This design comes from an exercise in tuning for small area on the open sky130 flow, not from production work.
Only simulation tests tie the RTL to the original design; equivalence was not proved.
No activity file was given, so power comes from the tool's default toggle rates.

$ cat design/flow/design.v
`timescale 1ns / 1ns
module CPU (
    input [15:0] inst,
    input clk,
    input rst,
    input enable,
    input [15:0] data_in_memory,
    output read_write_memory,
    output [15:0] data_out_memory,
    output [8:0] addr,
    output reg [7:0] PC
);
    reg Z, N, C;
    reg Z_lazy;
    reg [15:0] register_A;
    reg [15:0] register_B;
    wire [3:0] op = inst[15:12];
    wire [15:0] A = register_A;
    wire [15:0] B = register_B;
    wire is_ld   = op == 4'b0000;
    wire is_st   = op == 4'b0001;
    wire is_inc  = op == 4'b0010;
    wire is_br   = op == 4'b0011;
    wire is_add  = op == 4'b0100;
    wire is_sub  = op == 4'b0101;
    wire is_or   = op == 4'b0110;
    wire is_and  = op == 4'b0111;
    wire is_xor  = op == 4'b1000;
    wire is_shr  = op == 4'b1001;
    wire is_mov  = op == 4'b1010;
    wire is_exch = op == 4'b1011;
    wire is_cmp  = op == 4'b1100;
    wire is_set  = op == 4'b1101;
    wire is_clr  = op == 4'b1110;
    wire inc_b = is_inc & inst[11];
    wire arith = is_inc | is_add | is_sub | is_cmp;
    wire subm  = is_sub | is_cmp;
    wire logic_op = is_or | is_and | is_xor;
    wire flag_a = is_inc | is_add | is_sub | logic_op;    
    wire xB = ~rst & (is_st | is_inc) & inst[11];
    wire xS = ~rst & is_shr;
    wire xA = ~rst & ~(is_ld | is_exch | is_shr | ((is_st | is_inc) & inst[11]));
    wire [15:0] X = (B & {16{xB}}) | (A & {16{xA}}) | ({1'b0, A[15:1]} & {16{xS}});
    assign addr = inst[8:0];
    assign data_out_memory = X;
    assign read_write_memory = enable & is_st;
    wire yB  = ~rst & (is_add | logic_op | is_exch);
    wire yNB = ~rst & subm;
    wire yD  = ~rst & is_ld & ~inst[10];
    wire yIL = ~rst & (is_inc | is_ld & inst[10] & ~inst[9]);
    wire yIH = ~rst & is_ld & inst[10] & inst[9];
    wire [15:0] imm = {inst[7:0] & {8{yIH}}, inst[7:0] & {8{yIL}}};
    wire [15:0] Y = (B & {16{yB}}) | (~B & {16{yNB}}) | (data_in_memory & {16{yD}}) | imm;
    wire [15:0] p  = X ^ Y;
    wire [15:0] po = X | Y;       
    wire [15:0] g  = X & Y;       
    genvar i;
    wire [15:0] c;                
    wire [15:0] nc;               
    wire [8:0] cg;
    wire [8:0] ncg;
    assign cg[0] = yNB;
    generate for (i = 0; i < 8; i = i + 1) begin : gc
        wire gg = g[2*i+1] | (po[2*i+1] & g[2*i]);
        wire pp = po[2*i+1] & po[2*i];
        if (i % 2 == 0) begin
            if (i < 7) CPU_cy_e us (.p(pp), .g(gg), .ci(cg[i]), .nco(ncg[i+1]));
            CPU_cy_e ui (.p(po[2*i]), .g(g[2*i]), .ci(cg[i]), .nco(nc[2*i+1]));
            assign c[2*i] = cg[i];
        end else begin
            if (i < 7) CPU_cy_o us (.np(~pp), .ng(~gg), .nci(ncg[i]), .co(cg[i+1]));
            CPU_cy_o ui (.np(~po[2*i]), .ng(~g[2*i]), .nci(ncg[i]), .co(c[2*i+1]));
            assign nc[2*i] = ncg[i];
        end
    end endgenerate
    wire k_ar  = arith;
    wire k_or  = is_or;
    wire k_and = is_and;
    wire [15:0] F;
    generate for (i = 0; i < 16; i = i + 1) begin : gf
        if ((i % 4 == 0) || (i % 4 == 3))
            CPU_fb_e uf (.p(p[i]), .g(g[i]), .po(po[i]), .c(c[i]), .kar(k_ar), .kor(k_or), .kand(k_and), .f(F[i]));
        else
            CPU_fb_o uf (.p(p[i]), .g(g[i]), .po(po[i]), .nc(nc[i]), .kar(k_ar), .kor(k_or), .kand(k_and), .f(F[i]));
    end endgenerate
    wire wA = rst | enable & ((is_inc & ~inst[11]) | is_add | is_sub | logic_op | is_shr | is_exch | (is_ld & ~inst[11]));
    wire wB = rst | enable & (inc_b | is_mov | is_exch | (is_ld & inst[11]));
    wire [15:0] A_n = wA ? F : A;
    wire [15:0] B_n = wB ? ((is_exch & ~rst) ? A : F) : B;
    wire zA = A == 16'h0000;
    wire Zeff = Z_lazy ? zA : Z;
    wire zcmp = &p;                        
    wire s15 = F[15];
    wire a15 = A[15];
    wire b15 = B[15];
    reg Z_n, Zl_n, N0, N1, C0, C1;
    always @(*) begin
        Z_n = Z; Zl_n = Z_lazy;
        N0 = N; N1 = N; C0 = C; C1 = C;
        if (rst) begin
            Z_n = 1'b0; Zl_n = 1'b0;
            N0 = 1'b0; N1 = 1'b0; C0 = 1'b0; C1 = 1'b0;
        end
        else if (enable) begin
            Z_n = Zeff; Zl_n = 1'b0;
            if (flag_a) Zl_n = 1'b1;
            if (flag_a & ~inc_b | is_cmp) begin
                N0 = 1'b0; N1 = 1'b1;
                C0 = a15 | b15; C1 = a15 & b15;
            end
            if (inc_b) begin
                N0 = a15; N1 = a15;
                C0 = 1'b0; C1 = 1'b1;
            end
            if (is_cmp) Z_n = zcmp;
            if (is_shr) begin C0 = A[0]; C1 = A[0]; end
            if (is_set) begin
                if (inst[10]) Z_n = 1'b1;
                if (inst[9])  begin N0 = 1'b1; N1 = 1'b1; end
                if (inst[8])  begin C0 = 1'b1; C1 = 1'b1; end
            end
            if (is_clr) begin
                if (inst[10]) Z_n = 1'b0;
                if (inst[9])  begin N0 = 1'b0; N1 = 1'b0; end
                if (inst[8])  begin C0 = 1'b0; C1 = 1'b0; end
            end
        end
    end
    wire N_n, C_n;
    CPU_mx un (.s(s15), .a0(N0), .a1(N1), .y(N_n));
    CPU_mx uc (.s(s15), .a0(C0), .a1(C1), .y(C_n));
    wire t0 = (inst[10] == Zeff) | (inst[9] == N) | (inst[8] == C) | (inst[10:8] == 3'b000);
    wire t1 = (inst[10] & ~Zeff) | (inst[9] & ~N) | (inst[8] & ~C) | (inst[10:8] == 3'b111);
    wire taken = enable & is_br & (inst[11] ? t1 : t0);
    wire [7:0] pc_c;
    assign pc_c[0] = enable;
    generate for (i = 1; i < 8; i = i + 1) begin : gpc
        assign pc_c[i] = pc_c[i-1] & PC[i-1];
    end endgenerate
    wire [7:0] PC_n = rst ? 8'd0 : (taken ? inst[7:0] : PC ^ pc_c);
    always @(posedge clk) begin
        PC <= PC_n;
        register_A <= A_n;
        register_B <= B_n;
        Z <= Z_n;
        Z_lazy <= Zl_n;
        N <= N_n;
        C <= C_n;
    end
endmodule
module CPU_cy_e (input p, input g, input ci, output nco);
    assign nco = ~(g | (p & ci));
endmodule
module CPU_cy_o (input np, input ng, input nci, output co);
    assign co = ~(ng & (np | nci));
endmodule
module CPU_fb_e (input p, input g, input po, input c, input kar, input kor, input kand, output f);
    assign f = p ^ ((c & kar) | (g & kor) | (po & kand));
endmodule
module CPU_fb_o (input p, input g, input po, input nc, input kar, input kor, input kand, output f);
    assign f = p ^ ((~nc & kar) | (g & kor) | (po & kand));
endmodule
module CPU_mx (input s, input a0, input a1, output y);
    assign y = s ? a1 : a0;
endmodule
$ cat design/flow/flow/run.sh
#!/bin/bash
# Own layout flow: the standard flow (standard.sh) with
#  - synthesis through flow/synth.tcl (custom ABC script, no extract_fa),
#  - port buffers of sky130_fd_sc_hd__buf_1.
# Make's full output goes to flow_make.log; each ORFS step keeps its own log
# under orfs/logs/.
set -euo pipefail
W=$(pwd)
bash standard.sh "SYNTH_SCRIPT=$W/flow/synth.tcl" \
  "BUFFER_PORTS_ARGS=-buffer_cell sky130_fd_sc_hd__buf_1" \
  finish > "$W/flow_make.log" 2>&1
$ cat design/flow/flow/abc.script
strash; &get -n; &fraig -x; &put; scorr; dc2; dretime; strash; &get -n; &dch -f; &nf -R 1000; &put; dnsize
$ cat design/flow/flow/synth.tcl
# The standard synthesis (synth_recipe.tcl) with two changes: ABC maps
# with this folder's abc.script, and Yosys's extract_fa is skipped, so the
# adders stay plain gates for ABC to map.
set flow_dir [file dirname [file normalize [info script]]]
proc abc {args} {
  global flow_dir
  set i [lsearch -exact $args -script]
  if { $i >= 0 } { lset args [expr {$i + 1}] $flow_dir/abc.script }
  yosys abc {*}$args
}
proc extract_fa {args} {}
source [file dirname $flow_dir]/synth_recipe.tcl
$ cat design/flow/standard.sh
#!/bin/bash
# synth_recipe.tcl (not shown) runs the flow's synth.tcl, then flattens the netlist and writes it again
# the make line also repeats each setting of config.mk as NAME=value (left out here)
make -C /OpenROAD-flow-scripts/flow DESIGN_CONFIG=/design/flow/config.mk WORK_HOME=/design/flow/orfs CLKGATE_MAP_FILE= SYNTH_SCRIPT=/design/flow/synth_recipe.tcl "${@:-finish}"
$ cat design/flow/config.mk
export PLATFORM = sky130hd
export DESIGN_NAME = CPU
export DESIGN_NICKNAME = CPU
export VERILOG_FILES = /design/flow/design.v
export SDC_FILE = /design/flow/constraint.sdc
export NUM_CORES = 4
export LEC_CHECK = 0
export ABC_AREA = 1
export CAP_MARGIN = 20
export CORE_MARGIN = 2
export CORE_UTILIZATION = 40
export GPL_TIMING_DRIVEN = 0
export SLEW_MARGIN = 20
export SYNTH_HIERARCHICAL = 1
$ cat design/flow/constraint.sdc
create_clock -name core_clock -period 5.0 [get_ports {clk}]
set_input_delay 1.0000 -clock core_clock [delete_from_list [all_inputs] [get_ports {clk}]]
set_output_delay 1.0000 -clock core_clock [all_outputs]
set_load 0.01 [all_outputs]
==> flow_metrics.py, run 1 <==
metrics = {
    "outcome": {
        "status": "timing/DRC/antenna clean",
    },
    "grt": {
        "grt_pass1_vias": 3571,
        "gr-total-overflow": 0,
        "grt_usage_pct": 24.1,
        "antenna_found_initial": 0,
        "grt_max_degree": 24,
        "grt_pass1_wl_mm": 18.7,
    },
    "placed_design": {
        "dp.cells": 623,
        "place_area_um2": 4060,
        "dp_hpwl_mm": 8.28,
        "portBuffers": 68,
        "gp_routability_congestion": 0.855,
    },
    "power": {
        "p_leak_nw": 1.60,
        "power_density_nw_per_um2": 246,
        "ir_drop_mv": 0.157,
    },
    "finish": {
        "fin_area_um2": 4490,
        "final_cell_count_no_fill": 652,
        "post-route-util_pct": 51.4,
        "antenna_cells": 0,
        "fin_nets": 578,
        "layout_common_cells": "buf_1 (62), nand2_1 (55), nor2_1 (50)",
        "layout-drive-gt1-share_pct": 13.6,
        "area_delta_synth_final_pct": 24.4,
        "fill_cells": 865,
        "mostFrequentLayoutCell": "buf_1",
    },
    "critical_path": {
        "crit_top_cell": "a21oi_2",
        "critPathSlowestCell": "a222oi_1",
        "critPathBufInv": 2,
        "slowest_delay_ps": 460,
        "cp_cell_sequence": "buf_2, nor2b_4, a22oi_1, a31oi_4, buf_4, a221o_1, and2_0, o21ai_0, o21ai_1, a21oi_2, o21ai_1, a21oi_2, o21ai_2, a21oi_2, o21ai_0, a222oi_1, xnor2_2, mux2_1",
        "crit_required_ps": 5070,
        "cp.arrival_ps": 4860,
        "endpoint_kind": "flip-flop",
        "worst-setup-path-type": "input pin to flip-flop",
        "worst-path-max-fanout": 8,
        "cp-start-kind": "input pin",
        "critPathTopFamily": "compound AO/OA/AOI/OAI gates",
    },
    "routing": {
        "routedWlPerCell_um": 18.6,
        "drtPass1Iterations": 6,
        "routed_wirelength_mm": 12.1,
        "ant_nets": 0,
        "drc_errors": 0,
        "vias": 3926,
        "drtIter0Drc": 377,
        "vias_per_cell": 6.02,
    },
    "timing": {
        "finalHoldViolCount": 0,
        "fin_crit_sh_pct": 95.8,
        "setup_viol": 0,
        "rsz0062_at_grt": "no",
        "fin_skew_ps": 15.4,
        "fmax_mhz": 209,
        "relSlewSlack_pct": 35.2,
        "post-route-min-period_ps": 4790,
        "finalMaxSlewViolations": 0,
        "tightest_slew_ps": 971,
    },
    "logic_synthesis": {
        "syn_inst": 446,
        "synth-edff-count": 32,
        "synth_seq_cells": 44,
        "synth-main-ff-cell": "edfxtp_1",
        "synth_warnings": 7,
        "syn_avg_cell_area_um2": 8.09,
        "yosysSeqAreaShare_pct": 33.3,
        "netlist-cell-type-count": 41,
        "async_flop_share_pct": 0,
        "synth.cell_area_um2": 3610,
    },
    "clock_tree": {
        "clkLatencyLatePin_ps": 310,
        "cts_tree": "yes",
        "cts-htree-levels": 2,
        "cts_buffers": 5,
        "path_clk_slew_ps": 100,
        "root_buffer": "clkbuf_8",
        "clockBufferDepth": 2,
        "cts_sinks": 44,
    },
    "die": {
        "fp.dieW_um": 99.0,
        "num_io_pins": 69,
        "die-area_um2": 9790,
        "row_count": 34,
        "core_um2": 8720,
        "start_util_pct": 41.4,
        "die_y_um": 99.0,
    },
    "worst_hold_path": {
        "min_path_type": "flip-flop to flip-flop",
    },
    "job": {
        "cap_violations": 0,
    },
}
synth_stat cells, types with 8 or more instances:
library cell | count | area, µm²
dfxtp_1 | 12 | 240
mux2_1 | 20 | 225
and2_0 | 8 | 50.1
nor2b_1 | 10 | 62.6
o21ai_0 | 24 | 120
nand2_1 | 56 | 210
a22oi_1 | 22 | 165
clkinv_1 | 40 | 150
nor4_1 | 8 | 50.1
a222oi_1 | 21 | 210
nor2_1 | 56 | 210
edfxtp_1 | 32 | 961
xnor2_1 | 21 | 184
buf_4 | 9 | 67.6
a21oi_1 | 24 | 120
nand3_1 | 9 | 45.0
sequential cells by signal (all words and copies together) (netlist names):
signal and cells:
register_B 16, Z 1, PC 8, N 1, Z_lazy 1, register_A 16, C 1
metrics by stage:
stage	TNS, ps	setup WS, ps	total power [mW]	hold slack, ps
6_report	0	210	1.10	546
3_5_place_dp	-16180	-1510	0.812	515
4_1_cts	0	29.2	1.10	529
5_1_grt	0	5.36	1.16	546
2_1_floorplan	0	11.8	0.707	484
3_3_place_gp	-14810	-1470	0.805	511
modules after synthesis, one instance, submodules excluded:
module | area (µm²) | copies in the design | flops+latches | cells
CPU_cy_o | 5.00 | 7 | 0 | 1
CPU | 3180 | 1 | 44 | 389
CPU_cy_e | 5.00 | 8 | 0 | 1
CPU_mx | 11.3 | 2 | 0 | 1
CPU_fb_o | 22.5 | 8 | 0 | 3
CPU_fb_e | 18.8 | 8 | 0 | 2
final timing paths:
check,start,endpoint,slack [ps],depth (start not counted)
worst min-delay path,Z_lazy,Z_lazy,550,2
worst min register to register,Z_lazy,Z_lazy,550,2
worst max-delay path,inst[15],register_B[15],210,18
worst max register to register,register_A[1],register_B[15],1330,15
final cells by class:
cell class	instances	area, µm²	share of cell area, %
Multi-Input combinational cell	353	2390	53.2
Buffer	9	67.6	1.51
Clock inverter	2	12.5	0.279
Tap cell	108	135	3.01
Inverter	40	150	3.35
Sequential cell	44	1200	26.8
Timing Repair Buffer	90	439	9.79
Clock buffer	6	93.8	2.09
timing repair:
item,4_1_cts,5_1_grt
pin swaps,10,7
setup endpoints to repair,18,6
resized for setup,32,15
hold buffers,0,0
setup buffers,18,3
tightest hold or removal path, delay by kind of cell, from the launching register on:
kind | cells | cell delay (ps)
flops | 1 | 340
simple gates | 1 | 110
compound gates | 1 | 60
layer usage:
layer / up-vias / routed length (µm) / GRT usage (%)
li1: 1873 / - / -
met1: 1855 / 5360 / 34.0
met2: 181 / 5520 / 38.7
met3: 17 / 1060 / 3.26
met4: 0 / 197 / 6.53
met5: - / 0 / 0
power by group:
part           switching, mW  internal, mW  total (mW)  leakage, nW
clock                  0.140         0.128       0.268       0.0523
sequential            0.0471         0.458       0.505        0.429
combinational          0.201         0.130       0.332         1.12
cell families (layout without fill, tap and decap cells):
group	after synthesis	after routing	share of synthesized area [%]
flops	44	44	33.3
xor+xnor	23	23	5.58
simple gates	175	175	22.4
mux	21	21	6.52
buf+inv	49	147	6.04
compound gates	134	134	26.1
==> run 2: changes to the inputs <==
==> design/flow/flow/run.sh (replaced) <==
#!/bin/bash
# Own layout flow: the standard flow (standard.sh) with
#  - synthesis through flow/synth.tcl (ABC script flow/abc.script, no
#    extract_fa),
#  - port buffers and pass-through buffers of sky130_fd_sc_hd__buf_1.
# Make's full output goes to flow_make.log; each ORFS step keeps its own log
# under orfs/logs/.
set -euo pipefail
W=$(pwd)
bash standard.sh "SYNTH_SCRIPT=$W/flow/synth.tcl" \
  "BUFFER_PORTS_ARGS=-buffer_cell sky130_fd_sc_hd__buf_1" \
  "MIN_BUF_CELL_AND_PORTS=sky130_fd_sc_hd__buf_1 A X" \
  finish > "$W/flow_make.log" 2>&1
==> design/flow/flow/abc.script (replaced) <==
strash
&get -n
&deepsyn -T 10
&put
dch -f
&get -n
&nf -R 1000
&put
--- a/design/flow/config.mk
+++ b/design/flow/config.mk
@@ -8,7 +8,8 @@
 export ABC_AREA = 1
 export CAP_MARGIN = 20
 export CORE_MARGIN = 2
-export CORE_UTILIZATION = 40
+export CORE_UTILIZATION = 60
 export GPL_TIMING_DRIVEN = 0
+export PLACE_DENSITY = 0.8
 export SLEW_MARGIN = 20
 export SYNTH_HIERARCHICAL = 1
==> run 2 against run 1 <==
Compared with the run above:
- still clean
- worst setup slack lost 100 ps
- total power shrank 2.4%
- first-iteration DRC count grew 59%
- combinational power is essentially flat
- synthesized cell count shrank 7.0%
- fmax shrank 2.1%
- global-route usage grew 12 points
- die area shrank 35%
- count of clock-buffer cells in the layout shrank 1
- clock skew is essentially flat
- critical endpoint unchanged
==> flow_metrics.py, run 2 <==
metrics = {
    "logic_synthesis": {
        "synth.cell_area_um2": 3420,
        "muxShareOfSynthArea_pct": 5.93,
        "synthAdderAreaFrac_pct": 0,
        "synth_warnings": 7,
        "synth-edff-count": 32,
        "synth_common_cells": "nor2_1 (52), clkinv_1 (39), nand2_1 (39), edfxtp_1 (32), o21ai_0 (27)",
        "synth_xor_area_share_pct": 5.89,
        "netlist.area_leader.share_pct": 28.1,
        "synth-main-ff-cell": "edfxtp_1",
        "synth_top_family_by_area": "compound AO/OA/AOI/OAI gates",
        "syn_avg_cell_area_um2": 8.24,
        "synth.largest_area_cell": "edfxtp_1",
        "synthSimpleGateAreaFrac_pct": 21.3,
        "synth_seq_cells": 44,
        "async_flop_share_pct": 0,
        "netlist-cell-type-count": 37,
        "yosys-top-cells-area": "edfxtp_1 (28%), a222oi_1 (7.0%), dfxtp_1 (7.0%)",
        "yosysSeqAreaShare_pct": 35.1,
        "syn_inst": 415,
        "synth_compound_area_share_pct": 26.5,
        "yosys.cell_count.top_type": "nor2_1",
    },
    "timing": {
        "fmax_mhz": 204,
        "fin_crit_sh_pct": 97.9,
        "fin_hold_ws_ps": 470,
        "setup_viol": 0,
        "post-route-min-period_ps": 4890,
        "fin_skew_ps": 15.3,
        "relSlewSlack_pct": 33.0,
        "tightest_slew_ps": 1000,
        "finalMaxSlewViolations": 0,
        "finalHoldViolCount": 0,
        "final.setup.tns_ps": 0,
    },
    "clock_tree": {
        "root_buffer": "clkbuf_8",
        "hold_buffers": 0,
        "path_clk_slew_ps": 80,
        "clkLatencyLatePin_ps": 310,
        "cts_sinks": 44,
        "clockBufferDepth": 2,
        "cts-htree-levels": 2,
        "cts_tree": "yes",
        "cts_buffers": 5,
    },
    "outcome": {
        "status": "timing/DRC/antenna clean",
    },
    "critical_path": {
        "crit_required_ps": 5040,
        "worst-path-max-fanout": 8,
        "cp-start-kind": "input pin",
        "worst-setup-path-type": "input pin to flip-flop",
        "endpoint_kind": "flip-flop",
        "cp.arrival_ps": 4940,
    },
    "die": {
        "die_y_um": 79.5,
        "num_io_pins": 69,
        "row_count": 27,
        "core_um2": 5510,
        "fp.dieW_um": 79.5,
        "die-area_um2": 6320,
        "start_util_pct": 62.1,
    },
    "finish": {
        "antenna_cells": 0,
        "fin_nets": 545,
        "area_delta_synth_final_pct": 22.9,
        "layout_common_cells": "buf_1 (71), nor2_1 (47), clkinv_1 (39)",
        "reg.largest.list": "register_A x16, register_B x16, PC x8",
        "layout-drive-gt1-share_pct": 13.3,
        "mostFrequentLayoutCell": "buf_1",
    },
    "routing": {
        "vias": 3879,
        "drc_errors": 0,
        "vias_per_cell": 6.65,
        "ant_nets": 0,
        "drtIter0Drc": 598,
        "drtPass1Iterations": 12,
        "routedWlPerCell_um": 19.7,
        "routed_wirelength_mm": 11.5,
    },
    "power": {
        "p_seq_share_pct": 46.8,
        "clockPowerShare_pct": 22.3,
        "switchingPower_mw": 0.393,
        "ir_drop_mv": 0.164,
        "combPwrFrac_pct": 30.9,
        "power_density_nw_per_um2": 256,
        "p_int_mw": 0.685,
        "swShare_pct": 36.5,
        "p_leak_nw": 1.48,
    },
    "placed_design": {
        "gp_routability_congestion": 0.954,
        "portBuffers": 68,
        "dp_hpwl_mm": 7.73,
    },
    "grt": {
        "grt_pass1_wl_mm": 17.5,
        "grt_max_degree": 18,
        "antenna_found_initial": 0,
        "grt_pass1_vias": 3504,
        "gr-total-overflow": 0,
        "grt_usage_pct": 35.9,
    },
    "job": {
        "cap_violations": 0,
    },
    "worst_hold_path": {
        "min_path_type": "flip-flop to flip-flop",
    },
}
-- run 2: cell types whose count changed after synthesis, moves of 4 or more --
cell,change
and2_0,+4
o211ai_1,-4
a211o_1,+5
nor2_1,-4
a21o_1,-4
buf_4,-9
nand2_1,-17
buf_1,+9
-- run 2: metal layers --
metal | up-vias | track usage, % | wire (µm) | share of wire (%)
met4 | 0 | 11.6 | 382 | 3.3
met2 | 265 | 59.0 | 5320 | 46
met1 | 1809 | 47.2 | 4430 | 39
met3 | 42 | 7.69 | 1340 | 12
li1 | 1763 | - | - | -
met5 | - | 0 | 0 | 0
-- run 2: layout make-up --
type / count / area, µm²
buffer: 9 / 33.8
fill: 418 / 1300
sequential: 44 / 1200
timing repair buffer: 88 / 422
inverter: 39 / 146
clock inverter: 3 / 20.0
multi-input combinational: 323 / 2220
tap: 72 / 90.1
clock buffer: 5 / 68.8
-- run 2: path summary, 6_finish.rpt --
path                                     from             end  slack, ps  depth (start not counted)
worst min-delay path                        Z               Z        470                          1
worst min register to register              Z               Z        470                          1
worst max-delay path                 inst[14]  register_B[15]        110                         21
worst max register to register  register_A[1]  register_B[15]       1230                         15
-- run 2: metrics by stage --
step	setup WS, ps	utilization, %	instances	area, µm²	total power [mW]
6_report	106	76.3	583	4200	1.08
4_1_cts	26.5	74.3	575	4090	1.05
5_1_grt	-34.5	76.3	583	4200	1.12
3_3_place_gp	-1370	68.8	555	3790	0.788
3_5_place_dp	-1540	69.9	558	3850	0.808
2_1_floorplan	55.6	-	415	3440	0.699
-- run 2: Yosys stat by module (local to each module, per instance) --
module	cells inside	copies in the design	flip-flops and latches	area [µm²]
CPU	358	1	44	2990
CPU_fb_o	3	8	0	22.5
CPU_fb_e	2	8	0	18.8
CPU_mx	1	2	0	11.3
CPU_cy_e	1	8	0	5.00
CPU_cy_o	1	7	0	5.00
-- run 2: power groups by stage --
stage                     combinational (mW)  clock (mW)  sequential, mW
after floorplan                        0.202           0           0.497
after global placement                 0.280           0           0.509
after detailed placement               0.298           0           0.511
after CTS                              0.313       0.239           0.502
after global routing                   0.359       0.253           0.511
final                                  0.333       0.240           0.505
-- run 2: logic make-up after synthesis --
family	Yosys count
simple gates	155
compound gates	127
buf+inv	48
flops	44
xor+xnor	23
mux	18
-- run 2: repair_timing --
| action | 4_1_cts | 5_1_grt |
|---|---|---|
| setup endpoints to repair | 16 | 6 |
| setup buffers | 9 | 8 |
| resized for setup | 30 | 19 |
| pin swaps | 8 | 11 |
-- run 2: critical path, cell delays in order --
cell and delay (ps):
buf_2 150, or2_4 280, nor4_4 170, a211o_1 210, buf_4 140, nor3b_4 50
buf_4 180, a22oi_1 170, nand2_1 160, and2_0 210, nor2_1 200, nor2_1 80
a21oi_2 180, o21ai_2 120, a21oi_2 220, o21ai_2 110, a21oi_2 150, o21ai_0 120
a222oi_1 520, xnor2_2 190, mux2_1 320
==> run 3: changes to the inputs <==
--- a/design/flow/design.v
+++ b/design/flow/design.v
@@ -37,24 +37,28 @@
     wire subm  = is_sub | is_cmp;
     wire logic_op = is_or | is_and | is_xor;
     wire flag_a = is_inc | is_add | is_sub | logic_op;    
-    wire xB = ~rst & (is_st | is_inc) & inst[11];
-    wire xS = ~rst & is_shr;
-    wire xA = ~rst & ~(is_ld | is_exch | is_shr | ((is_st | is_inc) & inst[11]));
-    wire [15:0] X = (B & {16{xB}}) | (A & {16{xA}}) | ({1'b0, A[15:1]} & {16{xS}});
+    wire xB = (is_st | is_inc) & inst[11];
+    wire xS = is_shr;
+    wire xA = ~(is_ld | is_exch | is_shr | ((is_st | is_inc) & inst[11]));
+    wire [15:0] X;
     assign addr = inst[8:0];
     assign data_out_memory = X;
     assign read_write_memory = enable & is_st;
-    wire yB  = ~rst & (is_add | logic_op | is_exch);
-    wire yNB = ~rst & subm;
-    wire yD  = ~rst & is_ld & ~inst[10];
-    wire yIL = ~rst & (is_inc | is_ld & inst[10] & ~inst[9]);
-    wire yIH = ~rst & is_ld & inst[10] & inst[9];
-    wire [15:0] imm = {inst[7:0] & {8{yIH}}, inst[7:0] & {8{yIL}}};
-    wire [15:0] Y = (B & {16{yB}}) | (~B & {16{yNB}}) | (data_in_memory & {16{yD}}) | imm;
-    wire [15:0] p  = X ^ Y;
-    wire [15:0] po = X | Y;       
-    wire [15:0] g  = X & Y;       
+    wire yB  = (is_add | logic_op | is_exch);
+    wire yNB = subm;
+    wire yD  = is_ld & ~inst[10];
+    wire yIL = (is_inc | is_ld & inst[10] & ~inst[9]);
+    wire yIH = is_ld & inst[10] & inst[9];
+    wire [15:0] imm = {inst[7:0], inst[7:0]};
+    wire [15:0] p, po, g;    
     genvar i;
+    generate for (i = 0; i < 16; i = i + 1) begin : gs
+        wire sh = (i == 15) ? 1'b0 : A[i+1];
+        wire yI = (i < 8) ? yIL : yIH;
+        CPU_op uo (.a(A[i]), .a1(sh), .b(B[i]), .d(data_in_memory[i]), .im(imm[i]),
+                   .xA(xA), .xB(xB), .yS(xS), .yB(yB), .yNB(yNB), .yD(yD), .yI(yI),
+                   .kill(rst), .x(X[i]), .p(p[i]), .po(po[i]), .g(g[i]));
+    end endgenerate
     wire [15:0] c;                
     wire [15:0] nc;               
     wire [8:0] cg;
@@ -73,9 +77,9 @@
             assign nc[2*i] = ncg[i];
         end
     end endgenerate
-    wire k_ar  = arith;
-    wire k_or  = is_or;
-    wire k_and = is_and;
+    wire k_ar  = arith & ~rst;
+    wire k_or  = is_or & ~rst;
+    wire k_and = is_and & ~rst;
     wire [15:0] F;
     generate for (i = 0; i < 16; i = i + 1) begin : gf
         if ((i % 4 == 0) || (i % 4 == 3))
@@ -129,15 +133,8 @@
     wire N_n, C_n;
     CPU_mx un (.s(s15), .a0(N0), .a1(N1), .y(N_n));
     CPU_mx uc (.s(s15), .a0(C0), .a1(C1), .y(C_n));
-    wire t0 = (inst[10] == Zeff) | (inst[9] == N) | (inst[8] == C) | (inst[10:8] == 3'b000);
-    wire t1 = (inst[10] & ~Zeff) | (inst[9] & ~N) | (inst[8] & ~C) | (inst[10:8] == 3'b111);
-    wire taken = enable & is_br & (inst[11] ? t1 : t0);
-    wire [7:0] pc_c;
-    assign pc_c[0] = enable;
-    generate for (i = 1; i < 8; i = i + 1) begin : gpc
-        assign pc_c[i] = pc_c[i-1] & PC[i-1];
-    end endgenerate
-    wire [7:0] PC_n = rst ? 8'd0 : (taken ? inst[7:0] : PC ^ pc_c);
+    wire [7:0] PC_n;
+    CPU_pcn upc (.PC(PC), .inst(inst), .Z(Zeff), .N(N), .C(C), .is_br(is_br), .enable(enable), .rst(rst), .PC_n(PC_n));
     always @(posedge clk) begin
         PC <= PC_n;
         register_A <= A_n;
@@ -163,3 +160,24 @@
 module CPU_mx (input s, input a0, input a1, output y);
     assign y = s ? a1 : a0;
 endmodule
+module CPU_pcn (input [7:0] PC, input [15:0] inst, input Z, input N, input C, input is_br, input enable, input rst, output [7:0] PC_n);
+    wire t0 = (inst[10] == Z) | (inst[9] == N) | (inst[8] == C) | (inst[10:8] == 3'b000);
+    wire t1 = (inst[10] & ~Z) | (inst[9] & ~N) | (inst[8] & ~C) | (inst[10:8] == 3'b111);
+    wire taken = enable & is_br & (inst[11] ? t1 : t0);
+    wire [7:0] pc_c;
+    assign pc_c[0] = enable;
+    genvar i;
+    generate for (i = 1; i < 8; i = i + 1) begin : gpc
+        assign pc_c[i] = pc_c[i-1] & PC[i-1];
+    end endgenerate
+    assign PC_n = rst ? 8'd0 : (taken ? inst[7:0] : PC ^ pc_c);
+endmodule
+module CPU_op (input a, input a1, input b, input d, input im,
+               input xA, input xB, input yS, input yB, input yNB, input yD, input yI,
+               input kill, output x, output p, output po, output g);
+    wire y = (b & yB) | (~b & yNB) | (d & yD) | (im & yI) | (a1 & yS);
+    assign x = (a & xA) | (b & xB);
+    assign p = (x ^ y) & ~kill;
+    assign po = x | y;
+    assign g = x & y;
+endmodule
--- a/design/flow/flow/synth.tcl
+++ b/design/flow/flow/synth.tcl
@@ -6,6 +6,8 @@
   global flow_dir
   set i [lsearch -exact $args -script]
   if { $i >= 0 } { lset args [expr {$i + 1}] $flow_dir/abc.script }
+  # weak _0 cells that have a _1 cell of the same area
+  foreach c {o21ai_0 and2_0 or2_0 a21boi_0} { lappend args -dont_use sky130_fd_sc_hd__$c }
   yosys abc {*}$args
 }
 proc extract_fa {args} {}
==> run 3 against run 2 <==
Compared with the run above:
- count of clock-buffer cells in the layout increased by 2
- critical path type unchanged
- synthesized cell count shrank 6.7%
- die area grew 0.49%
- first-iteration DRC count increased by 30%
- fmax about the same
- critical path depth is 2 lower
- cell count is 4.3% lower
- final area rose by 1.4%
- via count grew 1.4%
- still clean on timing, DRC and antenna
- register-to-register slack gained 230 ps
==> flow_metrics.py, run 3 <==
metrics = {
    "power": {
        "power_density_nw_per_um2": 279,
        "clockPowerShare_pct": 23.1,
        "switchingPower_mw": 0.426,
        "p_int_mw": 0.764,
        "ir_drop_mv": 0.240,
        "combPwrFrac_pct": 35.2,
        "p_leak_nw": 1.48,
        "swShare_pct": 35.8,
        "p_seq_share_pct": 41.7,
    },
    "finish": {
        "fill_cells": 398,
        "fin_area_um2": 4260,
        "area_delta_synth_final_pct": 23.9,
        "fin_nets": 520,
        "mostFrequentLayoutCell": "buf_1",
        "final_cell_count_no_fill": 558,
        "layout_common_cells": "buf_1 (72), clkinv_1 (38), a222oi_1 (32), edfxtp_1 (32), a21oi_1 (26)",
        "reg.largest.list": "register_A x16, register_B x16, PC x8",
        "layout-drive-gt1-share_pct": 13.6,
        "antenna_cells": 0,
    },
    "timing": {
        "finalHoldViolCount": 0,
        "tightest_slew_ps": 906,
        "setup_viol": 0,
        "fmax_mhz": 204,
        "finalMaxSlewViolations": 0,
        "relSlewSlack_pct": 39.1,
        "setup_ws_ps": 108,
        "post-route-min-period_ps": 4890,
        "fin_skew_ps": 10.5,
        "final.setup.tns_ps": 0,
        "fin_crit_sh_pct": 97.8,
        "fin_hold_ws_ps": 496,
    },
    "critical_path": {
        "critPathSlowestCell": "a222oi_1",
        "crit_top_cell": "a21oi_2",
        "crit_required_ps": 5050,
        "cp.arrival_ps": 4950,
        "cp_cell_sequence": "buf_4, or3_4, buf_6, nor3_4, nor3_4, buf_6, a222oi_1, nand3_1, a21oi_2, o21ai_2, a21oi_2, o21ai_2, a21oi_2, o21ai_2, a21oi_2, o21ai_1, a222oi_1, xnor2_2, mux2_4",
        "endpoint_kind": "flip-flop",
        "worst-path-max-fanout": 8,
        "reg2regPathDepth": 14,
        "critPathBufInv": 3,
        "crit_start": "inst[15]",
        "worst-setup-path-type": "input pin to flip-flop",
        "slowest_delay_ps": 460,
        "crit_cells": 19,
        "cp-start-kind": "input pin",
        "rr_startpoint": "register_A[2]",
        "critPathTopFamily": "compound AO/OA/AOI/OAI gates",
    },
    "placed_design": {
        "dp_hpwl_mm": 7.61,
        "gp_routability_congestion": 0.943,
        "place_ws_ps": -1240,
        "place_area_um2": 3870,
        "portBuffers": 68,
        "dp.cells": 530,
    },
    "grt": {
        "grt_max_degree": 25,
        "grt_usage_pct": 35.3,
        "gr-total-overflow": 0,
        "antenna_found_initial": 0,
        "grt_pass1_wl_mm": 17.3,
        "grt_pass1_vias": 3502,
    },
    "die": {
        "core_um2": 5510,
        "num_io_pins": 69,
        "start_util_pct": 62.4,
        "row_count": 27,
        "fp.dieW_um": 79.7,
        "die-area_um2": 6350,
        "die_y_um": 79.7,
    },
    "routing": {
        "vias": 3933,
        "routedWlPerCell_um": 21.0,
        "vias_per_cell": 7.05,
        "ant_nets": 0,
        "drtPass1Iterations": 10,
        "routed_wirelength_mm": 11.7,
        "drc_errors": 0,
        "drtIter0Drc": 780,
    },
    "worst_hold_path": {
        "worstHoldStart": "Z",
        "worst_hold_path.num_cells": 2,
        "min_path_type": "flip-flop to flip-flop",
    },
    "clock_tree": {
        "path_clk_slew_ps": 90,
        "clockBufferDepth": 2,
        "clkLatencyLatePin_ps": 300,
        "root_buffer": "clkbuf_8",
        "cts_buffers": 5,
        "cts_sinks": 44,
        "hold_buffers": 0,
        "cts_tree": "yes",
        "cts-htree-levels": 2,
    },
    "logic_synthesis": {
        "synth.largest_area_cell": "edfxtp_1",
        "yosysSeqAreaShare_pct": 34.9,
        "yosys-top-cells-area": "edfxtp_1 (28%), a222oi_1 (9.3%), dfxtp_1 (7.0%)",
        "synth_common_cells": "clkinv_1 (38), a21oi_1 (33), a222oi_1 (32), edfxtp_1 (32), nand2_1 (24)",
        "synth.cell_area_um2": 3440,
        "syn_avg_cell_area_um2": 8.88,
        "netlist.area_leader.share_pct": 27.9,
        "synth_seq_cells": 44,
        "synth-main-ff-cell": "edfxtp_1",
        "async_flop_share_pct": 0,
        "yosys.cell_count.top_type": "clkinv_1",
        "synth_warnings": 7,
        "netlist-cell-type-count": 39,
        "synth-edff-count": 32,
        "syn_inst": 387,
    },
    "outcome": {
        "status": "timing/DRC/antenna clean",
    },
    "job": {
        "cap_violations": 0,
    },
}
[run 3: what timing repair did]
item                                    CTS  global route
endpoints found under the setup margin   20             6
buffers inserted                          7            13
endpoints found under the hold margin     0             0
gates cloned                              0             0
resized for setup                        15            19
pin swaps                                 9            19
[run 3: layer usage]
layer / GRT usage, % / part of all wire [%]
met1: 46.7 / 38
met5: 0 / 0
met3: 5.66 / 12
met2: 57.2 / 45
met4: 15.0 / 4.4
[run 3: through the flow]
step / power [mW] / utilization [%]
floorplan: 0.746 / -
global placement: 0.846 / 69.3
detailed placement: 0.864 / 70.4
CTS: 1.15 / 74.5
global route: 1.24 / 77.4
finish: 1.19 / 77.4
[run 3: kinds of logic after synthesis]
logic type / Yosys count / synth area share [%]
buffers and inverters: 47 / 5.13
DFF: 44 / 34.9
and+or+nand+nor: 113 / 17.4
other: 1 / 0.109
AOI/OAI and AO/OA: 126 / 26.3
muxes: 34 / 10.6
xor gates and xnor gates: 22 / 5.60
[run 3: cell type report]
class | instances | area [µm²] | area share (%)
well taps | 72 | 90.1 | 2.11
clock inverters | 1 | 8.76 | 0.206
plain buffers | 9 | 33.8 | 0.793
clock buffers | 7 | 108 | 2.52
flip-flops and latches | 44 | 1200 | 28.2
inverters | 38 | 143 | 3.35
repair buffers | 91 | 454 | 10.7
multi-input cells | 296 | 2220 | 52.2
[run 3: modules after synthesis, one instance, submodules excluded]
module / cells / area, µm² / flip-flops and latches / times used
CPU_pcn: 43 / 255 / 0 / 1
CPU_cy_e: 1 / 5.00 / 0 / 8
CPU_fb_e: 2 / 18.8 / 0 / 8
CPU_fb_o: 3 / 22.5 / 0 / 8
CPU_mx: 1 / 11.3 / 0 / 2
CPU_cy_o: 1 / 5.00 / 0 / 7
CPU: 175 / 1970 / 44 / 1
CPU_op: 7 / 48.8 / 0 / 16
[run 3: power groups by stage]
stage          clock network (mW)  logic (mW)  registers (mW)
3_5_place_dp                    0       0.360           0.504
3_3_place_gp                    0       0.344           0.502
2_1_floorplan                   0       0.254           0.492
4_1_cts                     0.276       0.378           0.495
5_1_grt                     0.286       0.451           0.503
6_report                    0.275       0.418           0.497
[run 3: path summary, 6_finish.rpt]
path,slack [ps],end
max reg2reg,1460,register_B[15]
max,110,register_B[15]
min reg2reg,500,Z
min,500,Z
[run 3: worst min-delay path, delay by kind of cell (launching register included)]
family / cells / cell delay, ps
AO/OA/AOI/OAI: 1 / 60
AND/OR/NAND/NOR: 1 / 60
flip-flops: 1 / 330
==> run 4: changes to the inputs <==
==> design/flow/flow/run.sh (replaced) <==
#!/bin/bash
# Own layout flow: the standard flow (standard.sh) with
#  - synthesis through flow/synth.tcl (ABC script flow/abc.script, no
#    extract_fa),
#  - port buffers and pass-through buffers of sky130_fd_sc_hd__buf_1,
#  - synthesis buffers removed at floorplan instead of an early timing repair.
# Make's full output goes to flow_make.log; each ORFS step keeps its own log
# under orfs/logs/.
set -euo pipefail
W=$(pwd)
bash standard.sh "SYNTH_SCRIPT=$W/flow/synth.tcl" \
  "BUFFER_PORTS_ARGS=-buffer_cell sky130_fd_sc_hd__buf_1" \
  "MIN_BUF_CELL_AND_PORTS=sky130_fd_sc_hd__buf_1 A X" \
  REMOVE_ABC_BUFFERS=1 \
  finish > "$W/flow_make.log" 2>&1
==> run 4 against run 3 <==
Compared with the run above:
- still clean on timing, DRC and antenna
- cell count decreased by 2.5%
- clock power about the same
- critical path depth unchanged
- sequential cell count unchanged
- core utilization decreased by 1.1 points
- worst setup slack improved by 64 ps
- clock skew decreased by 3.1 ps
- fmax increased by 1.3%
- total power decreased by 1.1%
- global-route usage decreased by 0.36 points
- largest cell class unchanged
- highest routed layer unchanged
==> flow_metrics.py, run 4 <==
metrics = {
    "outcome": {
        "status": "timing/DRC/antenna clean",
    },
    "timing": {
        "fin_skew_ps": 7.41,
        "setup_ws_ps": 172,
        "finalHoldViolCount": 0,
        "post-route-min-period_ps": 4830,
        "fmax_mhz": 207,
        "final.setup.tns_ps": 0,
        "finalMaxSlewViolations": 0,
        "fin_crit_sh_pct": 96.6,
        "fin_hold_ws_ps": 518,
        "tightest_slew_ps": 945,
        "relSlewSlack_pct": 36.5,
        "setup_viol": 0,
    },
    "logic_synthesis": {
        "synth_seq_cells": 44,
        "netlist-cell-type-count": 39,
        "async_flop_share_pct": 0,
        "synth_warnings": 7,
        "netlist.area_leader.share_pct": 27.9,
        "yosys.cell_count.top_type": "clkinv_1",
        "synth-main-ff-cell": "edfxtp_1",
        "yosysSeqAreaShare_pct": 34.9,
        "synth.largest_area_cell": "edfxtp_1",
        "syn_inst": 387,
        "synth-edff-count": 32,
        "yosys-top-cells-area": "edfxtp_1 (28%), a222oi_1 (9.3%), dfxtp_1 (7.0%)",
        "synth_common_cells": "clkinv_1 (38), a21oi_1 (33), a222oi_1 (32), edfxtp_1 (32), nand2_1 (24)",
        "synth.cell_area_um2": 3440,
        "syn_avg_cell_area_um2": 8.88,
    },
    "die": {
        "die-area_um2": 6350,
        "row_count": 27,
        "fp.dieW_um": 79.7,
        "start_util_pct": 62.4,
        "core_um2": 5510,
        "num_io_pins": 69,
        "die_y_um": 79.7,
    },
    "placed_design": {
        "place_area_um2": 3850,
        "dp.cells": 524,
        "portBuffers": 68,
        "gp_routability_congestion": 0.940,
        "place_ws_ps": -1380,
        "dp_hpwl_mm": 7.63,
    },
    "critical_path": {
        "worst-setup-path-type": "input pin to flip-flop",
        "cp.arrival_ps": 4890,
        "reg2regPathDepth": 14,
        "critPathTopFamily": "compound AO/OA/AOI/OAI gates",
        "rr_startpoint": "register_A[2]",
        "cp_cell_sequence": "buf_2, or3_4, nor2_4, and3_4, nor3_4, a222oi_1, nand3_1, a21o_1, a21oi_4, o21ai_2, a21oi_2, o21ai_2, a21oi_2, o21ai_2, a21oi_2, o21ai_1, a222oi_1, xnor2_2, mux2_4",
        "slowest_delay_ps": 460,
        "endpoint_kind": "flip-flop",
        "cp-start-kind": "input pin",
        "critPathSlowestCell": "a222oi_1",
        "crit_required_ps": 5060,
        "critPathBufInv": 1,
        "crit_cells": 19,
        "crit_start": "inst[14]",
        "worst-path-max-fanout": 8,
    },
    "finish": {
        "post-route-util_pct": 76.3,
        "antenna_cells": 0,
        "fin_area_um2": 4200,
        "area_delta_synth_final_pct": 22.1,
        "layout_common_cells": "buf_1 (63), clkinv_1 (38), a222oi_1 (32), edfxtp_1 (32), a21oi_1 (28)",
        "final_cell_count_no_fill": 544,
        "fin_nets": 506,
        "reg.largest.list": "register_A x16, register_B x16, PC x8",
        "layout-drive-gt1-share_pct": 12.9,
        "mostFrequentLayoutCell": "buf_1",
    },
    "clock_tree": {
        "clkLatencyLatePin_ps": 310,
        "path_clk_slew_ps": 90,
        "cts_buffers": 5,
        "cts_tree": "yes",
        "cts_sinks": 44,
        "clockBufferDepth": 2,
        "root_buffer": "clkbuf_8",
        "cts-htree-levels": 2,
    },
    "routing": {
        "routed_wirelength_mm": 11.0,
        "drtPass1Iterations": 9,
        "ant_nets": 0,
        "vias_per_cell": 6.94,
        "drc_errors": 0,
        "vias": 3778,
        "routedWlPerCell_um": 20.2,
        "drtIter0Drc": 688,
    },
    "power": {
        "p_leak_nw": 1.44,
        "total_power_mw": 1.18,
        "ir_drop_mv": 0.230,
        "power_density_nw_per_um2": 280,
    },
    "grt": {
        "grt_max_degree": 25,
        "antenna_found_initial": 0,
        "grt_pass1_vias": 3468,
        "grt_usage_pct": 34.9,
        "grt_pass1_wl_mm": 17.0,
        "gr-total-overflow": 0,
    },
    "worst_hold_path": {
        "min_path_type": "flip-flop to flip-flop",
        "worst_hold_path.num_cells": 2,
        "worstHoldStart": "Z",
    },
    "job": {
        "cap_violations": 0,
    },
}
## run 4: repair_timing
item,4_1_cts,5_1_grt
gates resized for setup,23,12
hold buffers,0,0
setup buffers,8,4
endpoints found under the setup margin,19,6
pin swaps,9,16
gates cloned,0,0
## run 4: worst paths after layout
kind                         end  slack [ps]
hold reg to reg                Z         520
setup / recovery  register_B[15]         170
hold / removal                 Z         520
setup reg to reg  register_B[15]        1450
## run 4: Yosys stat by module, one instance, submodules excluded
module / cells inside / flip-flops and latches
CPU: 175 / 44
CPU_cy_e: 1 / 0
CPU_cy_o: 1 / 0
CPU_fb_e: 2 / 0
CPU_fb_o: 3 / 0
CPU_mx: 1 / 0
CPU_op: 7 / 0
CPU_pcn: 43 / 0
## run 4: worst min-delay path: stages (launching register included)
cell and delay, ps:
dfxtp_1 330, nand2_1 80, o31ai_1 70
## run 4: where the power goes
group / internal, mW / switching, mW / leakage (nW) / total [mW]
sequential: 0.453 / 0.0444 / 0.423 / 0.498
clock: 0.143 / 0.134 / 0.0596 / 0.277
combinational: 0.161 / 0.242 / 0.960 / 0.403
## run 4: cell families after synthesis
logic type,Yosys count,synth area share [%]
buffers and inverters,47,5.13
AO/OA/AOI/OAI,126,26.3
flip-flops,44,34.9
other,1,0.109
XOR/XNOR,22,5.60
multiplexers,34,10.6
AND/OR/NAND/NOR,113,17.4
## run 4: metal layers
metal	track usage (%)	wire length, µm	vias to the layer above
li1	-	-	1689
met1	44.6	4050	1742
met2	55.6	4990	291
met3	7.01	1410	56
met4	18.6	527	0
met5	0	0	-
## run 4: cell type report
type                       instances  area (µm²)
sequential                        44        1200
inverter                          38         143
clock inverter                     1        8.76
timing repair buffer              86         425
clock buffer                       7         108
multi-input combinational        296        2220
fill                             382        1310
tap                               72        90.1
==> run 5: changes to the inputs <==
--- a/design/flow/config.mk
+++ b/design/flow/config.mk
@@ -11,5 +11,6 @@
 export CORE_UTILIZATION = 60
 export GPL_TIMING_DRIVEN = 0
 export PLACE_DENSITY = 0.8
+export SETUP_SLACK_MARGIN = 0.03
 export SLEW_MARGIN = 20
 export SYNTH_HIERARCHICAL = 1
==> run 5 against run 4 <==
Compared with the run above:
- highest routed layer unchanged
- non-clock buffer count grew 1
- wire length grew 3.1%
- sequential power is essentially flat
- first-iteration DRC count shrank 8.1%
==> flow_metrics.py, run 5 <==
metrics = {
    "logic_synthesis": {
        "async_flop_share_pct": 0,
        "synthSimpleGateAreaFrac_pct": 17.4,
        "synth_warnings": 7,
        "synth-main-ff-cell": "edfxtp_1",
        "yosys.cell_count.top_type": "clkinv_1",
        "synth-edff-count": 32,
        "synth.largest_area_cell": "edfxtp_1",
        "synth.cell_area_um2": 3440,
        "netlist-cell-type-count": 39,
        "netlist.area_leader.share_pct": 27.9,
        "yosysSeqAreaShare_pct": 34.9,
        "synth_top_family_by_area": "compound AO/OA/AOI/OAI gates",
        "synthAdderAreaFrac_pct": 0,
        "synth_common_cells": "clkinv_1 (38), a21oi_1 (33), a222oi_1 (32), edfxtp_1 (32), nand2_1 (24)",
        "syn_inst": 387,
        "yosys-top-cells-area": "edfxtp_1 (28%), a222oi_1 (9.3%), dfxtp_1 (7.0%)",
        "synth_xor_area_share_pct": 5.60,
        "synth_compound_area_share_pct": 26.3,
        "synth_seq_cells": 44,
        "syn_avg_cell_area_um2": 8.88,
        "muxShareOfSynthArea_pct": 10.6,
    },
    "grt": {
        "grt_pass1_wl_mm": 17.0,
        "gr-total-overflow": 0,
        "grt_pass1_vias": 3468,
        "grt_usage_pct": 34.9,
        "grt_max_degree": 25,
        "antenna_found_initial": 0,
    },
    "critical_path": {
        "worst-path-max-fanout": 8,
        "critPathTopFamily": "compound AO/OA/AOI/OAI gates",
        "slowest_delay_ps": 460,
        "rrSetupSlack_ps": 1400,
        "worst-setup-path-type": "input pin to flip-flop",
        "cp_cell_sequence": "buf_4, or3_4, nor2_4, and3_4, nor3_4, a222oi_1, nand3_1, a21o_1, a21oi_4, o21ai_2, a21oi_2, o21ai_2, a21oi_2, o21ai_2, a21oi_2, o21ai_1, a222oi_1, xnor2_2, mux2_4",
        "critPathSlowestCell": "a222oi_1",
        "crit_required_ps": 5060,
        "cp-start-kind": "input pin",
        "reg2regPathDepth": 14,
        "critPathBufInv": 1,
        "endpoint_kind": "flip-flop",
        "cp.arrival_ps": 4910,
        "rr_startpoint": "register_A[2]",
        "timing.rr.end": "register_B[15]",
    },
    "die": {
        "row_count": 27,
        "core_um2": 5510,
        "die_y_um": 79.7,
        "die-area_um2": 6350,
        "fp.dieW_um": 79.7,
        "num_io_pins": 69,
        "start_util_pct": 62.4,
    },
    "routing": {
        "routedWlPerCell_um": 20.8,
        "ant_nets": 0,
        "drc_errors": 0,
        "drtPass1Iterations": 9,
        "routed_wirelength_mm": 11.3,
        "wl_met1_mm": 4.09,
        "wl_met2_mm": 5.19,
        "wl_met3_mm": 1.43,
        "vias_per_cell": 7.10,
        "drtIter0Drc": 632,
        "highest_layer": "met4",
        "vias": 3867,
    },
    "timing": {
        "finalHoldViolCount": 0,
        "fin_skew_ps": 5.72,
        "setup_viol": 0,
        "post-route-min-period_ps": 4840,
        "tightest_slew_ps": 938,
        "fmax_mhz": 206,
        "relSlewSlack_pct": 36.9,
        "finalMaxSlewViolations": 0,
        "final.setup.tns_ps": 0,
        "fin_crit_sh_pct": 96.9,
    },
    "power": {
        "p_int_mw": 0.759,
        "p_seq_share_pct": 42.1,
        "combPwrFrac_pct": 34.4,
        "switchingPower_mw": 0.426,
        "clockPowerShare_pct": 23.5,
        "p_leak_nw": 1.45,
        "swShare_pct": 35.9,
        "ir_drop_mv": 0.224,
        "power_density_nw_per_um2": 281,
        "total_power_mw": 1.18,
    },
    "finish": {
        "antenna_cells": 0,
        "fin_nets": 507,
        "layout-drive-gt1-share_pct": 13.1,
        "mostFrequentLayoutCell": "buf_1",
        "layout_common_cells": "buf_1 (63), clkinv_1 (38), a222oi_1 (32), edfxtp_1 (32), a21oi_1 (28)",
        "reg.largest.list": "register_A x16, register_B x16, PC x8",
        "area_delta_synth_final_pct": 22.4,
    },
    "worst_hold_path": {
        "worstHoldStart": "PC[7]",
        "worst_hold_path.num_cells": 2,
        "whs_endpoint": "PC[7]",
        "min_path_type": "flip-flop to flip-flop",
    },
    "clock_tree": {
        "cts_buffers": 5,
        "cts_sinks": 44,
        "cts_tree": "yes",
        "cts-htree-levels": 2,
        "clkLatencyLatePin_ps": 310,
        "clockBufferDepth": 2,
        "root_buffer": "clkbuf_8",
        "path_clk_slew_ps": 90,
    },
    "placed_design": {
        "gp_routability_congestion": 0.940,
        "portBuffers": 68,
        "dp_hpwl_mm": 7.63,
    },
    "job": {
        "cap_violations": 0,
    },
    "outcome": {
        "status": "timing/DRC/antenna clean",
    },
}
-- run 5: changes by cell type in the layout (fill, tap and decap cells not counted) --
cell,delta
buf_2,-1
buf_4,+2
-- run 5: timing repair --
| item | in CTS | in global routing |
|---|---|---|
| hold buffers | 0 | 0 |
| endpoints found under the setup margin | 19 | 6 |
| pin swaps | 9 | 17 |
| resized for setup | 23 | 14 |
| hold endpoints to repair | 0 | 0 |
| setup buffers | 8 | 5 |
-- run 5: final cells by class --
class / instances / area [µm²]
fill: 377 / 1300
multi-input combinational: 296 / 2220
sequential: 44 / 1200
inverter: 38 / 143
tap: 72 / 90.1
timing repair buffer: 87 / 435
clock inverter: 1 / 8.76
clock buffer: 7 / 108
-- run 5: how the worst max path moves through the flow --
| stage | start | to | depth (start not counted) |
|---|---|---|---|
| 2_1_floorplan | inst[12] | register_B[15] | 17 |
| 3_3_place_gp | inst[14] | N | 19 |
| 3_5_place_dp | inst[15] | register_B[15] | 19 |
| 4_1_cts | inst[12] | register_B[15] | 19 |
| 5_1_grt | inst[13] | register_B[15] | 20 |
| 6_report | inst[14] | register_B[15] | 19 |
-- run 5: worst reg2reg max path, cell delays in order, from the launching register on --
cell      delay, ps
edfxtp_1        460
a222oi_1        380
nand3_1         220
a21o_1          240
a21oi_4         130
o21ai_2          80
a21oi_2         190
o21ai_2         100
a21oi_2         210
o21ai_2         100
a21oi_2         180
o21ai_1          90
a222oi_1        460
xnor2_2         200
mux2_4          310
-- run 5: modules after synthesis (local to each module, per instance), excerpt --
| module | cell area, µm² | times used | cells | flops+latches |
|---|---|---|---|---|
| CPU_mx | 11.3 | 2 | 1 | 0 |
| CPU_fb_e | 18.8 | 8 | 2 | 0 |
| CPU_cy_e | 5.00 | 8 | 1 | 0 |
| CPU | 1970 | 1 | 175 | 44 |
| CPU_op | 48.8 | 16 | 7 | 0 |
| CPU_fb_o | 22.5 | 8 | 3 | 0 |
-- run 5: power groups by stage --
stage	logic (mW)	clock network, mW	registers, mW
3_5_place_dp	0.355	0	0.505
4_1_cts	0.375	0.283	0.496
5_1_grt	0.439	0.293	0.504
3_3_place_gp	0.335	0	0.503
6_report	0.407	0.279	0.498
2_1_floorplan	0.246	0	0.492
-- run 5: cells by family (layout without fill, tap and decap cells) --
| logic type | Yosys count | count (layout) |
|---|---|---|
| buf+inv | 47 | 133 |
| compound gates | 126 | 126 |
| xor+xnor | 22 | 22 |
| flops | 44 | 44 |
| simple gates | 113 | 113 |
| other cells | 1 | 1 |
| mux | 34 | 34 |
-- run 5: routing by layer --
metal  vias to the layer above  GRT usage [%]
li1                       1696              -
met1                      1788           44.6
met3                        69           7.01
met4                         0           18.6
met2                       314           55.6
met5                         -              0
-- run 5: per-stage QoR --
step           std cells  hold WS [ps]  instance area, µm²  worst slack, ps  util, %
3_3_place_gp         518           450                3750            -2370     68.1
4_1_cts              540           468                4110            -11.5     74.7
6_report             545           524                4210              156     76.4
3_5_place_dp         524           453                3850            -1380     70.0
2_1_floorplan        378           433                3400             -588        -
5_1_grt              545           542                4210            -58.6     76.4
==> run 6: changes to the inputs <==
--- a/design/flow/config.mk
+++ b/design/flow/config.mk
@@ -8,9 +8,9 @@
 export ABC_AREA = 1
 export CAP_MARGIN = 20
 export CORE_MARGIN = 2
-export CORE_UTILIZATION = 60
+export CORE_UTILIZATION = 50
 export GPL_TIMING_DRIVEN = 0
-export PLACE_DENSITY = 0.8
+export PLACE_DENSITY = 0.7
 export SETUP_SLACK_MARGIN = 0.03
 export SLEW_MARGIN = 20
 export SYNTH_HIERARCHICAL = 1
==> run 6 against run 5 <==
Compared with the run above:
- clock skew grew 7.9 ps
- final area up 0.95%
- wire length decreased by 2.0%
- worst setup slack lost 5.6 ps
- worst hold slack got worse by 49 ps
- cell count rose by 2.2%
- via count is 3.5% lower
- die area increased by 19%
- sequential share of layout area shrank 0.27 points
- clock power grew 9.0%
- fmax is 0.11% lower
- critical endpoint unchanged
==> flow_metrics.py, run 6 <==
metrics = {
    "finish": {
        "mostFrequentLayoutCell": "buf_1",
        "fill_cells": 582,
        "multi_input_area_um2": 2260,
        "seqCellArea_um2": 1200,
        "final_cell_count_no_fill": 557,
        "area_delta_synth_final_pct": 23.2,
        "fin_nets": 511,
        "post-route-util_pct": 63.2,
        "reg.largest.list": "register_A x16, register_B x16, PC x8",
        "antenna_cells": 0,
        "layout-drive-gt1-share_pct": 12.4,
        "layout_common_cells": "buf_1 (64), clkinv_1 (38), nand2_1 (33)",
    },
    "routing": {
        "drtIter0Drc": 605,
        "ant_nets": 0,
        "drtPass1Iterations": 7,
        "routedWlPerCell_um": 19.9,
        "routed_wirelength_mm": 11.1,
        "drc_errors": 0,
        "vias_per_cell": 6.70,
        "vias": 3731,
    },
    "logic_synthesis": {
        "synth.cell_area_um2": 3450,
        "synth_warnings": 7,
        "synth-main-ff-cell": "edfxtp_1",
        "synth_common_cells": "clkinv_1 (38), nand2_1 (33), a21oi_1 (32), a222oi_1 (32), edfxtp_1 (32)",
        "yosys.cell_count.top_type": "clkinv_1",
        "synth.largest_area_cell": "edfxtp_1",
        "async_flop_share_pct": 0,
        "synth_seq_cells": 44,
        "yosys-top-cells-area": "edfxtp_1 (28%), a222oi_1 (9.3%), dfxtp_1 (7.0%)",
        "syn_avg_cell_area_um2": 8.82,
        "netlist-cell-type-count": 39,
        "yosysSeqAreaShare_pct": 34.8,
        "netlist.area_leader.share_pct": 27.9,
        "synth-edff-count": 32,
        "syn_inst": 391,
    },
    "grt": {
        "grt_max_degree": 23,
        "grt_usage_pct": 29.7,
        "gr-total-overflow": 0,
        "antenna_found_initial": 0,
        "grt_pass1_wl_mm": 17.3,
        "grt_pass1_vias": 3454,
    },
    "die": {
        "fp.dieW_um": 87.0,
        "die_y_um": 87.0,
        "num_io_pins": 69,
        "start_util_pct": 51.3,
        "core_um2": 6720,
        "die-area_um2": 7580,
        "row_count": 30,
    },
    "clock_tree": {
        "cts_buffers": 5,
        "clkLatencyLatePin_ps": 310,
        "cts_sinks": 44,
        "hold_buffers": 0,
        "root_buffer": "clkbuf_8",
        "path_clk_slew_ps": 80,
        "clockBufferDepth": 2,
        "cts-htree-levels": 2,
        "cts_tree": "yes",
    },
    "power": {
        "power_density_nw_per_um2": 292,
        "ir_drop_mv": 0.133,
        "p_leak_nw": 1.48,
    },
    "timing": {
        "relSlewSlack_pct": 36.1,
        "tightest_slew_ps": 958,
        "fin_crit_sh_pct": 97.0,
        "finalHoldViolCount": 0,
        "fin_skew_ps": 13.6,
        "fin_hold_ws_ps": 474,
        "setup_ws_ps": 151,
        "finalMaxSlewViolations": 0,
        "setup_viol": 0,
        "rsz0062_at_grt": "no",
        "post-route-min-period_ps": 4850,
        "fmax_mhz": 206,
    },
    "placed_design": {
        "portBuffers": 68,
        "gp_routability_congestion": 0.914,
        "place_ws_ps": -1340,
        "dp.cells": 536,
        "dp_hpwl_mm": 7.86,
    },
    "critical_path": {
        "critPathSlowestCell": "a222oi_1",
        "endpoint_kind": "flip-flop",
        "worst-setup-path-type": "input pin to flip-flop",
        "slowest_delay_ps": 460,
        "critPathBufInv": 1,
        "cp-start-kind": "input pin",
        "critPathTopFamily": "compound AO/OA/AOI/OAI gates",
        "cp_cell_sequence": "clkbuf_4, or3_4, nor2_4, and3_4, nor3_2, a222oi_1, nand3_1, a21o_1, a21oi_4, o21ai_4, a21oi_4, o21ai_2, a21oi_2, o21ai_2, a21oi_2, o21ai_1, a222oi_1, xnor2_2, mux2_4",
        "cp.arrival_ps": 4910,
        "crit_required_ps": 5060,
        "worst-path-max-fanout": 12,
    },
    "worst_hold_path": {
        "min_path_type": "flip-flop to flip-flop",
    },
    "job": {
        "cap_violations": 0,
    },
    "outcome": {
        "status": "timing/DRC/antenna clean",
    },
}
## run 6: worst paths after layout
check,start,cells after the start,to,slack [ps]
worst max-delay path,inst[12],19,register_B[15],150
worst min-delay path,Z,2,Z,470
worst max register to register,register_A[2],14,register_B[15],1400
worst min register to register,Z,2,Z,470
## run 6: modules after synthesis (local to each module, per instance), a selection
module | cells | area, µm²
CPU_op | 7 | 48.8
CPU_cy_o | 1 | 5.00
CPU_fb_e | 2 | 18.8
CPU_cy_e | 1 | 5.00
CPU | 179 | 1980
CPU_mx | 1 | 11.3
## run 6: cells by family (layout without fill, tap and decap cells)
logic type	after synthesis	count (layout)	share of synthesized area, %
xor+xnor	22	22	5.59
compound gates	119	119	25.1
flops	44	44	34.8
buf+inv	47	133	5.12
simple gates	124	124	18.7
other cells	1	1	0.109
mux	34	34	10.5
## run 6: area by class of cell
| cell class | instances | area share, % |
|---|---|---|
| clock buffers | 7 | 2.27 |
| clock inverters | 1 | 0.707 |
| inverters | 38 | 3.36 |
| multi-input cells | 300 | 53.1 |
| flip-flops and latches | 44 | 28.3 |
| well taps | 80 | 2.36 |
| repair buffers | 87 | 9.95 |
## run 6: routing by layer
metal	global-route usage [%]	wire length [µm]	vias up
met4	12.4	389	0
met5	0	0	-
li1	-	-	1703
met2	48.5	5140	246
met1	36.8	4270	1737
met3	8.06	1290	45
## run 6: where the power goes
group	internal, mW	switching, mW	total (mW)	leakage [nW]
logic	0.175	0.259	0.434	0.993
registers	0.456	0.0464	0.502	0.423
clock network	0.176	0.127	0.304	0.0645
## run 6: worst min-delay path: stages, from the launching register on
cell and delay (ps):
dfxtp_1 320, nand2_1 60, o31ai_1 60
## run 6: stage by stage
stage / instance area [µm²] / power (mW) / setup TNS (ps)
after floorplan: 3410 / 0.758 / -4140
after global placement: 3770 / 0.866 / -69880
after detailed placement: 3880 / 0.885 / -16480
after CTS: 4150 / 1.21 / 0
after global routing: 4250 / 1.31 / 0
final: 4250 / 1.24 / 0
## run 6: timing repair
item,4_1_cts,5_1_grt
pin swaps,11,15
gates resized for setup,22,12
cloned,0,0
endpoints found under the setup margin,20,8
buffers inserted,8,5

## static timing again, ports no longer ideal
How much do the figures lean on ideal ports? The routed layouts below were timed once more, with nothing changed but the port constraints.
Step 1: set_driving_cell puts a clkbuf_16 on clk and a buf_2 on each other input, an assumption about the parent block.
Step 2, shift: input delay + t, output delay - t, t = (earliest + latest rising clock arrival at the registers) / 2. This alone moves slack from input paths to output paths.
Slacks: no drivers / after step 1 / after step 2; pairs: no drivers / after step 1.
| run | shift t [ns] | setup WS [ns] | worst data-port slew with drivers (ns) |
|---|---|---|---|
| run 1 | 0.335 | 0.210 / 0.222 / -0.113 | 0.04 |
| run 2 | 0.330 | 0.106 / 0.115 / -0.215 | 0.04 |
| run 3 | 0.323 | 0.108 / 0.104 / -0.219 | 0.04 |
| run 4 | 0.335 | 0.172 / 0.168 / -0.167 | 0.05 |
| run 5 | 0.336 | 0.156 / 0.135 / -0.201 | 0.05 |
| run 6 | 0.333 | 0.151 / 0.160 / -0.173 | 0.03 |
Met with ideal ports but missed after step 2: setup timing in every run listed. For run 5, which loses most, drivers alone change the setup slack by -0.021 ns; drivers and shift together by -0.357 ns.
